This is an optimization exercise on Yosys and OpenROAD, whose aim is small area, a short achievable clock period and few clock cycles per item, not a production implementation.
The RTL was checked by simulation tests, not by an equivalence proof against the original design.

Setup of main:
// GCD
module GCD (
input  logic clk,
input  logic rst_n,
input  logic [31:0] a_in,
input  logic [31:0] b_in,
output logic done,
output logic [31:0] gcd
);
For scale: about 810 cells after synthesis, about 99 I/O pins, roughly 6400 um^2 of cells after synthesis.
clock: 4.5 ns
lec_check: 0
cap_margin: 20
core_margin: 2
core_utilization: 60
setup_slack_margin: 0.6
slew_margin: 20
tns_end_percent: 5
standard.sh (not shown) runs the stock make flow with config.mk's settings and CLKGATE_MAP_FILE= SYNTH_SCRIPT=/design/flow/synth_recipe.tcl, a recipe that flattens the netlist after the stock synthesis.
==> flow/flow/run.sh <==
#!/bin/bash
# The standard layout (the standard.sh: ORFS synthesis through finish),
# with each port buffered by a small sky130_fd_sc_hd__buf_1 instead of the
# buffer cell buffer_ports picks by default. Nothing else changes.
set -euo pipefail
export BUFFER_PORTS_ARGS="-buffer_cell sky130_fd_sc_hd__buf_1"
bash standard.sh > standard.log 2>&1
Testbench counts of main, summed over its fixed seeds: cycles 78,976, items 4,000.
Input changes introduced in the feature branch (baseline for comparison: main):
Settings: a change of SETUP_SLACK_MARGIN from 0.6 to 0.4; a deleted TNS_END_PERCENT that had been 5.
Results
Delta (the feature branch minus main): deepest level of the CTS H-tree shows no meaningful change, non-clock buffer count shows a reduction of 0.79%, sequential share of layout area shows no meaningful change.
Via count of the feature branch is on par with main.
On worst slack on hold paths, the feature branch and main are neck and neck.
[compare] base=main new=the feature branch: global-route usage lost 0.37 points.
From main to the feature branch the numbers moved as follows: number of slew-limit violations in the final report essentially unchanged; final design area excluding fillers essentially unchanged.


== job 8282 ==
Another version of the RTL of GCD (not shown whole).
Size in the first run: ~810 cells after synthesis, ~74 flip-flops, about 99 I/O pins, about 6700 sq um of cells after synthesis.
export LEC_CHECK = 0
export CAP_MARGIN = 20
export CORE_MARGIN = 2
export CORE_UTILIZATION = 40
export SLEW_MARGIN = 20
create_clock -name core_clock -period 4.5 [get_ports {clk}]
Scripts as last shown in full above: flow/flow/run.sh
Testbench counts of job 8282, summed over its fixed seeds: cycles 83,220, items 4,000.
The following lists how job 3417 was set up differently from job 8282:
==> flow/run.sh (new file) <==
#!/bin/bash
# synth_recipe.tcl (not shown) runs the flow's synth.tcl, then flattens the netlist and writes it again
# the make line also repeats each setting of config.mk as NAME=value (left out here)
make -C /OpenROAD-flow-scripts/flow DESIGN_CONFIG=/design/flow/config.mk WORK_HOME=/design/flow/orfs CLKGATE_MAP_FILE= SYNTH_SCRIPT=/design/flow/synth_recipe.tcl finish
removed: flow/flow/run.sh
removed: flow/standard.sh
## What came out
- Job 3417 does worse than job 8282 on shortest clock period the worst path allows after layout.
- Job 8282 → job 3417: non-clock buffer contribution to total cell area now larger, final-layout clock-cell area share moved down, placer congestion estimate rose about 0.7%.
- Job 3417 vs job 8282, number of nets at the end of the flow went up by 5.
- Job 8282 vs job 3417, worst-path cell with the longest stage delay: nor4_2 vs clkdlybuf4s50_1
Relative to job 3417, the following input files were edited for job 5012:
# job 3417
export LEC_CHECK = 0
export CAP_MARGIN = 20
export CORE_MARGIN = 2
export CORE_UTILIZATION = 40
export SLEW_MARGIN = 20
create_clock -name core_clock -period 4.5 [get_ports {clk}]
# job 5012
export LEC_CHECK = 0
export CAP_MARGIN = 20
export CORE_MARGIN = 2
export CORE_UTILIZATION = 60
export SETUP_SLACK_MARGIN = 0.8
export SLEW_MARGIN = 20
create_clock -name core_clock -period 4.5 [get_ports {clk}]
==> flow/flow/run.sh (new file) <==
#!/bin/bash
# The standard layout (the standard.sh: ORFS synthesis through finish),
# with each port buffered by a small sky130_fd_sc_hd__buf_1 instead of the
# buffer cell buffer_ports picks by default. Nothing else changes.
set -euo pipefail
export BUFFER_PORTS_ARGS="-buffer_cell sky130_fd_sc_hd__buf_1"
bash standard.sh > standard.log 2>&1
==> flow/standard.sh (new file) <==
#!/bin/bash
# synth_recipe.tcl (not shown) runs the flow's synth.tcl, then flattens the netlist and writes it again
# the make line also repeats each setting of config.mk as NAME=value (left out here)
make -C /OpenROAD-flow-scripts/flow DESIGN_CONFIG=/design/flow/config.mk WORK_HOME=/design/flow/orfs CLKGATE_MAP_FILE= SYNTH_SCRIPT=/design/flow/synth_recipe.tcl "${@:-finish}"
removed: flow/run.sh
### Flow results
- Comparing average routed wire per standard cell for job 5012 and job 3417, the bigger number came from job 5012.
- The final area on job 3417 is in line with that on job 5012.
- Of job 5012 and job 3417, job 3417 shows the lower worst setup slack, with job 5012 above it.
- Floorplan check, job 5012 vs job 3417: die outline smaller in job 5012

## separate check: timing with driven ports
Ports are ideal in the flow. The routed layouts listed here were re-timed in OpenROAD.
Step 1 (the two cells are an assumption about what drives the block):
set clk [get_ports {clk}]
set_driving_cell -lib_cell sky130_fd_sc_hd__clkbuf_16 $clk
set_driving_cell -lib_cell sky130_fd_sc_hd__buf_2 [delete_from_list [all_inputs] $clk]
Step 2 times the ports against the registers' clock, not the clock port: input delays grow and output delays shrink by t, the midpoint of the rising clock arrivals with the driver on.
Slacks: ideal / step 1 / step 2; pairs: ideal / step 1.
run	t (ns)	setup WS [ns]	hold slack, ns	latest minus earliest clock arrival (ns)
main	0.413	0.572 / 0.571 / 0.572	0.520 / 0.520 / 0.520	0.013 / 0.013
the feature branch	0.413	0.578 / 0.543 / 0.607	0.523 / 0.523 / 0.523	0.011 / 0.011
job 8282	0.392	0.397 / 0.354 / 0.521	0.540 / 0.540 / 0.540	0.007 / 0.007
job 3417	0.394	0.330 / 0.291 / 0.571	0.526 / 0.526 / 0.526	0.008 / 0.008
job 5012	0.422	0.812 / 0.793 / 0.812	0.535 / 0.535 / 0.535	0.017 / 0.017
After both steps every run listed still meets setup and hold.
